Source: an optimization exercise on an open RTL-to-GDS flow (aim: small area and a short achievable clock period). Production flows keep margins and buffers that such runs may drop.
The RTL was checked by simulation tests, not by an equivalence proof against the original design.
Power figures rest on the tool's default switching activity, not on a simulated workload.

==> flow/design.v (outline; a module is shown in full before it is edited, if it fits) <==
// module alu: 645 lines
module alu(FPUCLK, RST, A, B, CTRL, OUT);
  // ...
==> flow/flow/run.sh <==
#!/bin/bash
set -euo pipefail
cd "$(dirname "$0")/.."
export BUFFER_PORTS_ARGS="-buffer_cell sky130_fd_sc_hd__buf_2"
export SYNTH_ARGS="-noabc"
bash standard.sh > standard_flow.log 2>&1
==> flow/standard.sh <==
#!/bin/bash
# synth_recipe.tcl (not shown) runs the flow's synth.tcl, then flattens the netlist and writes it again
# the make line also repeats each setting of config.mk as NAME=value (left out here)
make -C /OpenROAD-flow-scripts/flow DESIGN_CONFIG=/design/flow/config.mk WORK_HOME=/design/flow/orfs CLKGATE_MAP_FILE= SYNTH_SCRIPT=/design/flow/synth_recipe.tcl "${@:-finish}"
==> flow/config.mk <==
export PLATFORM = sky130hd
export DESIGN_NAME = alu
export DESIGN_NICKNAME = alu
export VERILOG_FILES = /design/flow/design.v
export SDC_FILE = /design/flow/constraint.sdc
export NUM_CORES = 4
export LEC_CHECK = 0
export CAP_MARGIN = 20
export CELL_PAD_IN_SITES_DETAIL_PLACEMENT = 1
export CORE_MARGIN = 2
export CORE_UTILIZATION = 35
export SETUP_SLACK_MARGIN = 3.6
export SLEW_MARGIN = 20
export TNS_END_PERCENT = 0
==> flow/constraint.sdc <==
create_clock -name core_clock -period 7.0 [get_ports {FPUCLK}]
set_input_delay 1.4000 -clock core_clock [delete_from_list [all_inputs] [get_ports {FPUCLK}]]
set_output_delay 1.4000 -clock core_clock [all_outputs]
set_load 0.01 [all_outputs]
==> summary.md, run 1 <==
| Metric | Value |
|---|---|
| Slowest-stage cell, CP | `fa_1` |
| Combinational power share | `0.604` |
| Placed Cells | `about 2800` |
| Non-clock buffers, area share | `0.0460` |
| Final Non-Filler Cells | `~2900` |
| Die area | `about 61000 µm²` |
| Hold Startpoint | `r2_e[3]` |
| Mean Syn Cell Area | `10.2 µm²` |
| Synth Register Bits | `between 200 and 300` |
| PD cells | `around 410 nW/µm²` |
| Pre-antenna DRT Iters | `5` |
| Slew of the pin with the lowest slew margin | `~1.1 ns` |
| H-Tree Level Count | `1` |
| Dpl ws | `between 3 and 4 ns` |
| Worst setup EP type | `register` |
| Yosys warning total | `1` |
| Inserted Diodes | `0` |
| GP Congestion | `~0.90` |
| Busiest grt layer | `met2` |
| First-pass GRT wire length | `between 100000 and 150000 µm` |
| Outcome | `timing/DRC/antenna clean` |
| Worst skew pair latency | `0.57 ns` |
| Clock transition at the registers of the reported paths | `0.06 ns` |
| Final core occ | `0.399` |
| Final min period | `roughly 3.5 ns` |
==> run 2, diff against run 1 <==
--- a/flow/config.mk
+++ b/flow/config.mk
@@ -12,3 +12,3 @@
 export SETUP_SLACK_MARGIN = 3.6
 export SLEW_MARGIN = 20
-export TNS_END_PERCENT = 0
+export TNS_END_PERCENT = 2
==> summary.md, run 2 <==
| Metric | Value |
|---|---|
| Drt wl/cell | `around 24 µm` |
| Critical Path RT | `around 7.4 ns` |
| Top flop regs | `r2_m x92, r3_m x25` |
| Synth Register Bits | `253 (unchanged)` |
| Leak | `9.97 nW` |
| Critical register-to-register path startpoint | `ma[18]` |
| # IOs | `101` |
| Max VDD drop | `0.239 mV` |
| Most frequent cells in the layout | `and2_1 (293), fa_1 (249), dfxtp_1 (190)` |
| Adder-cell share of the synthesized area | `0.308` |
| Max cap viols | `0` |
| Hold Path End | `r3_e[3]` |
| Synth Instances | `between 2000 and 2500` |
| All-Layer GR Usage | `0.233` |
| Crit Reg-Reg Endpoint | `r2_m[16]` |
| RSZ-0062 raised after global routing | `true` |
| # nets final | `between 2000 and 3000` |
| Port Buf Inserts | `between 90 and 100` |
| Busiest grt layer | `met2` |
| GP Congestion | `0.901 (unchanged)` |
| Number of synthesized flops with an enable pin | `0` |
| Period utilisation layout | `0.498` |
| Hold Fails Final Rpt | `0` |
| Mapped Nets | `between 2000 and 2500` |
| Most flop-heavy register | `r2_m` |
| Worst Skew | `approximately 0.016 ns` |
| First-pass GRT wire length | `109000 µm (unchanged)` |
| Hold WC Path Type | `register to register` |
| Pwr Total | `around 9.7 mW` |
| # fillers | `about 6600` |
| Clock transition at the registers of the reported paths | `0.06 ns (about the same)` |
| Pre-antenna DRT Iters | `5 (unchanged)` |
| Top post-synthesis cells by area | `fa_1 (25%), dfxtp_1 (21%), and2_1 (9.0%), ha_1 (5.9%), dfrtp_1 (4.5%)` |
| DP Area | `~22000 µm²` |
| Post-route ant nets | `0` |
| Area share of the largest cell type after synthesis | `0.249` |
| Outcome | `timing/DRC/antenna clean` |
| Setup violators final | `0` |
| Via density | `roughly 5.6` |
| Final min period | `3.49 ns (unchanged)` |
| Slowest-stage cell, CP | `fa_1` |
| Gr ovfl total | `0` |
| Post-synthesis cell area | `20700 µm²` |
| Met1 Usage GRT | `0.298` |
| Worst setup EP type | `register` |
| Final core occ | `0.399 (unchanged)` |
| Routing usage on met2 | `0.397` |
| Die H | `approximately 250 µm` |
| Hold slack final | `~0.32 ns` |
| CP Cell Sequence | `buf_12 -> and2_4 -> fa_1 -> fa_1 -> fa_1 -> fa_2 -> fa_1 -> nand2_1 -> o21ai_2` |
| PD cells | `414 nW/µm² (unchanged)` |
| Iter 0 DRT Violations | `about 1200` |
| CTS Buffer Depth | `3` |
| Synth Area in Simple Gates | `0.182` |
| Max FFs per register | `roughly 90` |
| Post-route setup TNS | `0 ns` |
| Commonest non-fill, non-tap cell in the layout | `and2_1` |
| Clk sinks | `about 250` |
| Critical Path Max Stage Delay | `about 0.56 ns` |
| HPWL after DPL | `50000 µm` |
| Layout cells sized above 1 | `0.161` |
| Synth Area in Compound Gates | `0.117` |
| Via count | `about 16000` |
| Vias in the first global route | `roughly 18000` |
| Most frequent cells after synthesis | `and2_1 (299), fa_1 (258), dfxtp_1 (216)` |
| Seq/Total Area, Yosys | `0.253` |
| Std cell rows | `89` |
| FFs w/ async S/R, synth | `0.146` |
| Dominant cell type by area after synthesis | `fa_1` |
| Post-synth cell types | `89` |
| Mux cell area share after synthesis | `0.0726` |
| Post-Synth XOR/XNOR Area | `0.0283` |
| Multi-input logic area | `approximately 15000 µm²` |
| Cell repeated most along the worst path | `fa_1` |
| CTS tree | `built` |
| Hold Startpoint | `r2_e[3]` |
| Starting Density | `0.353` |
| Sequential cell area | `5310 µm²` |
| Worst skew pair latency | `0.57 ns (about the same)` |
| Worst Path Arrival | `between 3 and 4 ns` |
| Critical path startpoint category | `register` |
| Largest family of logic cells by synthesized area | `adder cells` |
| Die area | `61200 µm² (unchanged)` |
| Ys flop type | `dfxtp_1` |
| Final Routed Wirelength | `around 70000 µm` |
| Slew of the pin with the lowest slew margin | `1.10 ns (unchanged)` |
| Worst setup path class | `register to register` |
| Inserted Diodes | `0 (unchanged)` |
| Slew Limit Fails | `0` |
| Hold path depth | `0` |
| Yosys warning total | `1 (unchanged)` |
| Root Buffer | `clkbuf_16` |
| Pin count of the biggest net entering global routing | `66` |
| Worst r2r path cells | `9` |
| Initial antenna violation count | `0` |
| # DRC | `0` |
| Count leader, synth | `and2_1` |
| Synthesis-to-layout area growth | `13.2%` |
| R2r setup slk | `about 3.5 ns` |
| Fmax | `~290 MHz` |
| Peak fanout along the critical path | `11` |
| Chip Width | `roughly 250 µm` |
| Post-route design area | `about 23000 µm²` |
| H-Tree Level Count | `1 (unchanged)` |
| Mean Syn Cell Area | `10.2 µm² (unchanged)` |
| CTS buffer count | `29` |
| Met3 Use GR | `0.0361` |
| Core ar. | `about 59000 µm²` |
| Max-slew headroom | `0.266` |
-- run 2: worst max path at each step --
| stage | from | end | slack, ns |
|---|---|---|---|
| CTS | ma[21] | r2_m[12] | 3.57 |
| global route | A[24] | r1_shbig | 3.42 |
| floorplan | ma[21] | r2_m[21] | 3.56 |
| detailed placement | A[24] | r1_shbig | 3.01 |
| global placement | A[24] | r1_shbig | 3.04 |
| finish | ma[18] | r2_m[16] | 3.51 |
-- run 2: worst max-delay path: cells and delay by family, from the launching register on --
kind / cells / cell delay, ns
AOI/OAI and AO/OA: 1 / 0.08
DFF: 1 / 0.35
adders and majority gates: 5 / 2.49
and+or+nand+nor: 2 / 0.27
buffers and inverters: 1 / 0.14
-- run 2: cell families (layout without fill, tap and decap cells) --
kind of cell               Yosys count  after routing
and+or+nand+nor                    687            687
buffers and inverters              199            280
DFF                                253            253
AOI/OAI and AO/OA                  357            357
muxes                              118            118
adders and majority gates          356            356
xor gates and xnor gates            67             67
-- run 2: final cells by class --
cell class,instances,share of cell area
Clock buffer,35,0.0336
Clock inverter,17,0.00672
Inverter,85,0.0136
Multi-Input combinational cell,1585,0.633
Sequential cell,253,0.226
Tap cell,773,0.0412
Timing Repair Buffer,143,0.0460
-- run 2: power breakdown --
part | leakage, nW | total (mW) | internal (mW) | switching [mW]
registers | 2.25 | 2.33 | 1.88 | 0.454
clock network | 0.462 | 1.52 | 0.876 | 0.640
logic | 7.25 | 5.88 | 2.54 | 3.34
-- run 2: per-layer routing --
metal | part of all wire | wire [µm]
met3 | 0.063 | 4390
met2 | 0.48 | 33600
met5 | 0 | 0
met4 | 0.041 | 2900
met1 | 0.42 | 29100
-- run 2: metrics by stage --
step | worst slack [ns] | instances
detailed placement | 3.01 | 2823
global placement | 3.04 | 2823
global route | 3.42 | 2891
finish | 3.51 | 2891
CTS | 3.57 | 2891
floorplan | 3.56 | 2037
-- run 2: repair_timing --
item                                    in CTS  in global routing
pin swaps                                   41                  0
endpoints found under the setup margin      60                 31
hold buffers                                 0                  0
resized for setup                           90                  7
setup buffers                               10                  0
endpoints found under the hold margin        0                  0
gates cloned                                 6                  0
==> run 3, diff against run 2 <==
--- a/flow/config.mk
+++ b/flow/config.mk
@@ -10,5 +10,7 @@
 export CORE_MARGIN = 2
 export CORE_UTILIZATION = 35
+export CTS_CLUSTER_DIAMETER = 80
+export CTS_CLUSTER_SIZE = 30
 export SETUP_SLACK_MARGIN = 3.6
 export SLEW_MARGIN = 20
-export TNS_END_PERCENT = 2
+export TNS_END_PERCENT = 5
==> summary.md, run 3 <==
| Metric | Value |
|---|---|
| Outcome | `timing/DRC/antenna clean` |
| Mean Syn Cell Area | `10.2 µm² (unchanged)` |
| Hold path depth | `0 (unchanged)` |
| Commonest non-fill, non-tap cell in the layout | `and2_1` |
| Peak fanout along the critical path | `20 (+9)` |
| Gr ovfl total | `0 (unchanged)` |
| Ys flop type | `dfxtp_1` |
| Top flop regs | `r2_m x92, r3_m x25` |
| Yosys warning total | `1 (unchanged)` |
| Most frequent cells after synthesis | `and2_1 (299), fa_1 (258), dfxtp_1 (216)` |
| Hold WC Path Type | `register to register` |
| Port Buf Inserts | `99 (unchanged)` |
| Most flop-heavy register | `r2_m` |
| Pre-antenna DRT Iters | `7 (+2)` |
| Pin count of the biggest net entering global routing | `66 (unchanged)` |
| Die area | `61200 µm² (unchanged)` |
| Max FFs per register | `92 (unchanged)` |
| Post-synth cell types | `89 (unchanged)` |
| Post-synthesis cell area | `20700 µm² (unchanged)` |
| H-Tree Level Count | `1 (unchanged)` |
| Worst r2r path cells | `9 (unchanged)` |
| Count leader, synth | `and2_1` |
| Number of synthesized flops with an enable pin | `0 (unchanged)` |
| Inserted Diodes | `0 (unchanged)` |
| Post-route ant nets | `0 (unchanged)` |
| Root Buffer | `clkbuf_16` |
| Worst skew pair latency | `0.54 ns (-0.03 ns)` |
| Seq/Total Area, Yosys | `0.253 (unchanged)` |
| Layout cells sized above 1 | `0.155 (-0.00624)` |
| Setup violators final | `0 (unchanged)` |
| Std cell rows | `89 (unchanged)` |
| Final Non-Filler Cells | `2873 (-0.62%)` |
| Synthesis-to-layout area growth | `12.2%` |
| First-pass GRT wire length | `109000 µm (-0.46%)` |
| CTS Buffer Depth | `3 (unchanged)` |
| Slew of the pin with the lowest slew margin | `1.10 ns (+0.000514 ns)` |
| Pwr Total | `9.40 mW (-3.4%)` |
| # IOs | `101 (unchanged)` |
| Chip Width | `247 µm (unchanged)` |
| Initial antenna violation count | `1 (+1)` |
| Clk sinks | `253 (unchanged)` |
| Crit Reg-Reg Endpoint | `r2_m[12]` |
| Most frequent cells in the layout | `and2_1 (296), fa_1 (246), dfxtp_1 (191)` |
| Max cap viols | `0 (unchanged)` |
| # nets final | `2513 (-0.36%)` |
| Max-slew headroom | `0.265 (-0.000343)` |
| Via density | `5.62 (-0.29%)` |
| Worst setup path class | `register to register` |
| Hold slack final | `0.325 ns (+0.00213 ns)` |
| Post-route setup TNS | `0 ns (unchanged)` |
| HPWL after DPL | `50000 µm (unchanged)` |
| Cell repeated most along the worst path | `fa_1` |
| # hold bufs at CTS | `0 (unchanged)` |
| Fmax | `283 MHz (-1.3%)` |
| Worst setup path start | `ma[16]` |
| Worst setup EP type | `register` |
| All-Layer GR Usage | `0.232 (-0.000977)` |
| Final min period | `3.53 ns (+0.0471 ns)` |
| CP Cell Sequence | `buf_8 -> and2_1 -> fa_1 -> fa_2 -> fa_2 -> fa_1 -> fa_1 -> nand2_1 -> o21ai_2` |
| Iter 0 DRT Violations | `1224 (+0.91%)` |
| Top post-synthesis cells by area | `fa_1 (25%), dfxtp_1 (21%), and2_1 (9.0%), ha_1 (5.9%), dfrtp_1 (4.5%)` |
| Dominant cell type by area after synthesis | `fa_1` |
| Area share of the largest cell type after synthesis | `0.249 (unchanged)` |
| R2r setup slk | `3.47 ns (-0.05 ns)` |
| CTS buffer count | `18 (-38%)` |
| CP Capture Point | `r2_m[12]` |
| Hold Fails Final Rpt | `0 (unchanged)` |
| Synth Instances | `2037 (unchanged)` |
| Placed Cells | `2823 (unchanged)` |
| RSZ-0062 raised after global routing | `true` |
| Period utilisation layout | `0.505 (+0.00673)` |
| Worst Path Arrival | `3.95 ns (+0.04 ns)` |
| Final Routed Wirelength | `69700 µm (-0.48%)` |
| Core ar. | `58800 µm² (unchanged)` |
| Starting Density | `0.353 (unchanged)` |
| # DRC | `0 (unchanged)` |
| Die H | `247 µm (unchanged)` |
| Synth Register Bits | `253 (unchanged)` |
| Via count | `16135 (-0.92%)` |
| Clock transition at the registers of the reported paths | `0.11 ns (+0.05 ns)` |
| Slowest-stage cell, CP | `fa_2` |
| Worst Skew | `0.0262 ns (+0.0105 ns)` |
| Vias in the first global route | `17949 (-1.2%)` |
| CTS tree | `built` |
| Drt wl/cell | `24.3 µm (+0.14%)` |
| Critical Path RT | `7.41 ns (-0.02 ns)` |
| GP Congestion | `0.901 (unchanged)` |
| Critical Path Max Stage Delay | `0.57 ns (about the same)` |
| PD cells | `404 nW/µm² (-2.5%)` |
| Slew Limit Fails | `0 (unchanged)` |
| Critical path startpoint category | `register` |
| FFs w/ async S/R, synth | `0.146 (unchanged)` |
| Critical register-to-register path startpoint | `ma[16]` |
| Mapped Nets | `2462 (unchanged)` |
| Max VDD drop | `0.304 mV (+27%)` |
| Leak | `9.84 nW (-1.2%)` |
run 3: worst max-delay path, delay by kind of cell (launching register included):
family | cells | cell delay [ns]
compound gates | 1 | 0.07
fa+ha+maj | 5 | 2.44
buf+inv | 1 | 0.23
flops | 1 | 0.36
simple gates | 2 | 0.29
run 3: area by class of cell:
| type | count | area (µm²) |
|---|---|---|
| inverters | 85 | 319 |
| clock inverters | 11 | 188 |
| clock buffers | 21 | 503 |
| well taps | 773 | 967 |
| repair buffers | 145 | 1100 |
| multi-input cells | 1585 | 14900 |
| fillers | 6612 | 35500 |
| flip-flops and latches | 253 | 5320 |
run 3: kinds of logic after synthesis:
family	Yosys count	share of synthesized area
buffers and inverters	199	0.0386
AOI/OAI and AO/OA	357	0.117
xor gates and xnor gates	67	0.0283
DFF	253	0.253
muxes	118	0.0726
adders and majority gates	356	0.308
and+or+nand+nor	687	0.182
run 3: where the power goes:
group	internal, mW	switching, mW	total, mW
registers	1.87	0.451	2.33
clock network	0.571	0.636	1.21
logic	2.54	3.33	5.86
run 3: per-stage QoR:
step	utilization	area, µm²	setup WS, ns
floorplan	-	20800	3.56
global placement	0.374	22000	3.04
detailed placement	0.374	22000	3.01
CTS	0.394	23200	3.49
global route	0.396	23300	3.40
finish	0.396	23300	3.47
run 3: routing by layer:
layer	GRT usage	up-vias	wire length (µm)
met5	0	-	0
li1	-	7019	-
met3	0.0320	170	3980
met2	0.391	589	33200
met4	0.0962	0	3340
met1	0.300	8357	29100
run 3: repair_timing:
action | 4_1_cts | 5_1_grt
endpoints found under the setup margin | 62 | 38
setup buffers | 11 | 0
gates cloned | 7 | 0
pin swaps | 27 | 8
gates resized for setup | 83 | 14
hold endpoints to repair | 0 | 0
run 3: how the worst min path moves through the flow:
stage,start,endpoint,slack (ns)
final,r2_e[2],r3_e[2],0.32
after global routing,r2_e[2],r3_e[2],0.32
after CTS,r2_e[4],r3_e[4],0.31
after detailed placement,r2_zero,r3_zero,0.31
after global placement,r2_zero,r3_zero,0.31
after floorplan,r1_inf,r2_inf,0.31
==> run 4, diff against run 3 <==
--- a/flow/config.mk
+++ b/flow/config.mk
@@ -7,9 +7,7 @@
 export LEC_CHECK = 0
 export CAP_MARGIN = 20
-export CELL_PAD_IN_SITES_DETAIL_PLACEMENT = 1
+export CELL_PAD_IN_SITES_DETAIL_PLACEMENT = 0
 export CORE_MARGIN = 2
 export CORE_UTILIZATION = 35
-export CTS_CLUSTER_DIAMETER = 80
-export CTS_CLUSTER_SIZE = 30
 export SETUP_SLACK_MARGIN = 3.6
 export SLEW_MARGIN = 20
==> summary.md, run 4 <==
| Metric | Value |
|---|---|
| Ys flop type | `dfxtp_1` |
| Area share of the largest cell type after synthesis | `0.249 (unchanged)` |
| Setup violators final | `0 (unchanged)` |
| Dominant cell type by area after synthesis | `fa_1` |
| Final Routed Wirelength | `63800 µm (-8.4%)` |
| Outcome | `timing/DRC/antenna clean` |
| Peak fanout along the critical path | `13 (-35%)` |
| Switching share of power | `0.444 (-0.0254)` |
| RSZ-0062 raised after global routing | `true` |
| Vias in the first global route | `16490 (-8.1%)` |
| Mapped Nets | `2462 (unchanged)` |
| Chip Width | `247 µm (unchanged)` |
| Leak | `9.98 nW (+1.4%)` |
| Worst setup path start | `ma[21]` |
| H-Tree Level Count | `1 (unchanged)` |
| Iter 0 DRT Violations | `1194 (-2.5%)` |
| Hold WC Path Type | `register to register` |
| CP Capture Point | `r2_m[16]` |
| Slew of the pin with the lowest slew margin | `1.04 ns (-0.0581 ns)` |
| Register share of total power | `0.237 (-0.010)` |
| All-Layer GR Usage | `0.211 (-0.0212)` |
| Max cap viols | `0 (unchanged)` |
| Via density | `5.43 (-3.4%)` |
| Mean Syn Cell Area | `10.2 µm² (unchanged)` |
| PD cells | `416 nW/µm² (+3.0%)` |
| Max-slew headroom | `0.304 (+0.0388)` |
| Worst setup path class | `register to register` |
| Internal power | `5.44 mW (+9.1%)` |
| Post-route ant nets | `0 (unchanged)` |
| Number of synthesized flops with an enable pin | `0 (unchanged)` |
| Drt wl/cell | `22.0 µm (-9.2%)` |
| Layout cells sized above 1 | `0.162 (+0.00688)` |
| R2r setup slk | `3.49 ns (+0.03 ns)` |
| Worst r2r path cells | `9 (unchanged)` |
| Most flop-heavy register | `r2_m` |
| Critical Path Max Stage Delay | `0.58 ns (about the same)` |
| Period utilisation layout | `0.501 (-0.00388)` |
| Synth Instances | `2037 (unchanged)` |
| Count leader, synth | `and2_1` |
| Crit Reg-Reg Endpoint | `r2_m[16]` |
| HPWL after DPL | `46300 µm (-7.4%)` |
| Initial antenna violation count | `0 (-1)` |
| Critical register-to-register path startpoint | `ma[21]` |
| CP Cell Sequence | `buf_12 -> and2_1 -> fa_1 -> fa_1 -> fa_1 -> fa_2 -> fa_1 -> nand2_1 -> o21ai_0` |
| Fmax | `285 MHz (+0.77%)` |
| Std cell rows | `89 (unchanged)` |
| Clock power share | `0.165 (+0.037)` |
| Die H | `247 µm (unchanged)` |
| # nets final | `2527 (+0.56%)` |
| # DRC | `0 (unchanged)` |
| Critical Path RT | `7.41 ns (about the same)` |
| Most frequent cells after synthesis | `and2_1 (299), fa_1 (258), dfxtp_1 (216)` |
| Worst skew pair latency | `0.58 ns (+0.04 ns)` |
| Most frequent cells in the layout | `and2_1 (296), fa_1 (249), dfxtp_1 (192)` |
| Hold Fails Final Rpt | `0 (unchanged)` |
| Clock transition at the registers of the reported paths | `0.06 ns (-0.05 ns)` |
| Max VDD drop | `0.277 mV (-9.0%)` |
| Commonest non-fill, non-tap cell in the layout | `and2_1` |
| Synth Register Bits | `253 (unchanged)` |
| Worst Skew | `0.0230 ns (-0.00316 ns)` |
| First-pass GRT wire length | `98600 µm (-9.2%)` |
| CTS buffer count | `29 (+11)` |
| Pin count of the biggest net entering global routing | `66 (unchanged)` |
| Pre-antenna DRT Iters | `7 (unchanged)` |
| CTS Buffer Depth | `3 (unchanged)` |
| Yosys warning total | `1 (unchanged)` |
| Worst setup EP type | `register` |
| Post-route setup TNS | `0 ns (unchanged)` |
| Worst Path Arrival | `3.92 ns (-0.03 ns)` |
| Max FFs per register | `92 (unchanged)` |
| Final min period | `3.51 ns (-0.0272 ns)` |
| Post-synth cell types | `89 (unchanged)` |
| Starting Density | `0.353 (unchanged)` |
| Hold slack final | `0.324 ns (-0.000687 ns)` |
| Root Buffer | `clkbuf_16` |
| Combinational power share | `0.598 (-0.026)` |
| Via count | `15717 (-2.6%)` |
| Seq/Total Area, Yosys | `0.253 (unchanged)` |
| Synthesis-to-layout area growth | `13.4%` |
| Top flop regs | `r2_m x92, r3_m x25` |
| Slowest-stage cell, CP | `fa_1` |
| Die area | `61200 µm² (unchanged)` |
| Gr ovfl total | `0 (unchanged)` |
| Post-synthesis cell area | `20700 µm² (unchanged)` |
| FFs w/ async S/R, synth | `0.146 (unchanged)` |
| Slew Limit Fails | `0 (unchanged)` |
| Core ar. | `58800 µm² (unchanged)` |
| NetSw | `4.35 mW (-1.5%)` |
| Cell repeated most along the worst path | `fa_1` |
| Critical path startpoint category | `register` |
| GP Congestion | `0.901 (unchanged)` |
| # IOs | `101 (unchanged)` |
| CTS tree | `built` |
| Clk sinks | `253 (unchanged)` |
| Port Buf Inserts | `99 (unchanged)` |
| Top post-synthesis cells by area | `fa_1 (25%), dfxtp_1 (21%), and2_1 (9.0%), ha_1 (5.9%), dfrtp_1 (4.5%)` |
## run 4: worst min path at each step
stage	startpoint	to	slack (ns)	depth (start not counted)
3_5_place_dp	r1_zero	r2_zero	0.31	0
2_1_floorplan	r1_inf	r2_inf	0.31	0
3_3_place_gp	r2_zero	r3_zero	0.31	0
4_1_cts	r2_e[2]	r3_e[2]	0.32	0
6_report	r1_zero	r2_zero	0.32	0
5_1_grt	r2_e[4]	r3_e[4]	0.33	0
## run 4: critical path: cells and delay by family (launching register included)
kind,cells,cell delay [ns]
flip-flops,1,0.35
adder cells (fa/ha/maj),5,2.51
AO/OA/AOI/OAI,1,0.09
buffers and inverters,1,0.14
AND/OR/NAND/NOR,2,0.24
## run 4: layer usage
layer	track usage	part of all wire	vias up
li1	-	-	7082
met1	0.282	0.43	7856
met2	0.348	0.47	640
met3	0.0333	0.066	139
met4	0.0708	0.036	0
met5	0	0	-
## run 4: cell families after synthesis
family	Yosys count	share of synthesized area
simple gates	687	0.182
compound gates	357	0.117
fa+ha+maj	356	0.308
flops	253	0.253
buf+inv	199	0.0386
mux	118	0.0726
xor+xnor	67	0.0283
## run 4: repair_timing
action                     CTS  global route
buffers inserted            16             1
gates resized for setup     73            17
hold buffers                 0             0
gates cloned                 4             0
pin swaps                   24             9
setup endpoints to repair   55            36
## run 4: power groups by stage
stage / Clock, mW / Combinational [mW] / Sequential (mW)
detailed placement: 0 / 5.46 / 2.34
floorplan: 0 / 4.12 / 2.09
CTS: 1.64 / 5.72 / 2.31
finish: 1.61 / 5.85 / 2.32
global route: 1.71 / 6.44 / 2.37
global placement: 0 / 5.40 / 2.33
## run 4: layout make-up
class / instances / area (µm²)
fillers: 5750 / 35300
flip-flops and latches: 253 / 5310
clock buffers: 31 / 753
diodes: 2 / 5.00
repair buffers: 148 / 1060
inverters: 85 / 319
clock inverters: 20 / 255
multi-input cells: 1585 / 14800
well taps: 773 / 967
## run 4: stage by stage
stage / utilization / area (µm²) / instances / setup slack (ns) / power (mW)
6_report: 0.400 / 23500 / 2897 / 3.49 / 9.78
5_1_grt: 0.400 / 23500 / 2895 / 3.43 / 10.5
4_1_cts: 0.399 / 23400 / 2894 / 3.53 / 9.67
3_5_place_dp: 0.374 / 22000 / 2823 / 3.00 / 7.80
3_3_place_gp: 0.374 / 22000 / 2823 / 3.04 / 7.73
2_1_floorplan: - / 20800 / 2037 / 3.56 / 6.21

[re-timing with driven ports]
The flow's constraints put no driver on any port. The routed layouts listed below were extracted and timed again, unchanged, in two steps.
Step 1 (the two cells are an assumption about what drives the block):
set clk [get_ports {FPUCLK}]
set_driving_cell -lib_cell sky130_fd_sc_hd__clkbuf_16 $clk
set_driving_cell -lib_cell sky130_fd_sc_hd__buf_2 [delete_from_list [all_inputs] $clk]
Step 2 moves the port delays by t, midway between the first and last clock arrival at a register: inputs arrive t later, outputs are due t later. That takes back most of the time a late clock gives input paths.
Three values: ideal ports, drivers, drivers and shift; two values: the first two.
run	t, ns	slack for setup (ns)	worst register clock-pin slew, ns
run 1	0.618	3.512 / 3.512 / 2.941	0.07 / 0.07
run 2	0.618	3.512 / 3.512 / 2.941	0.07 / 0.07
run 3	0.585	3.465 / 3.465 / 2.974	0.11 / 0.11
run 4	0.620	3.492 / 3.492 / 2.968	0.07 / 0.07
After both steps every run listed still meets setup and hold.
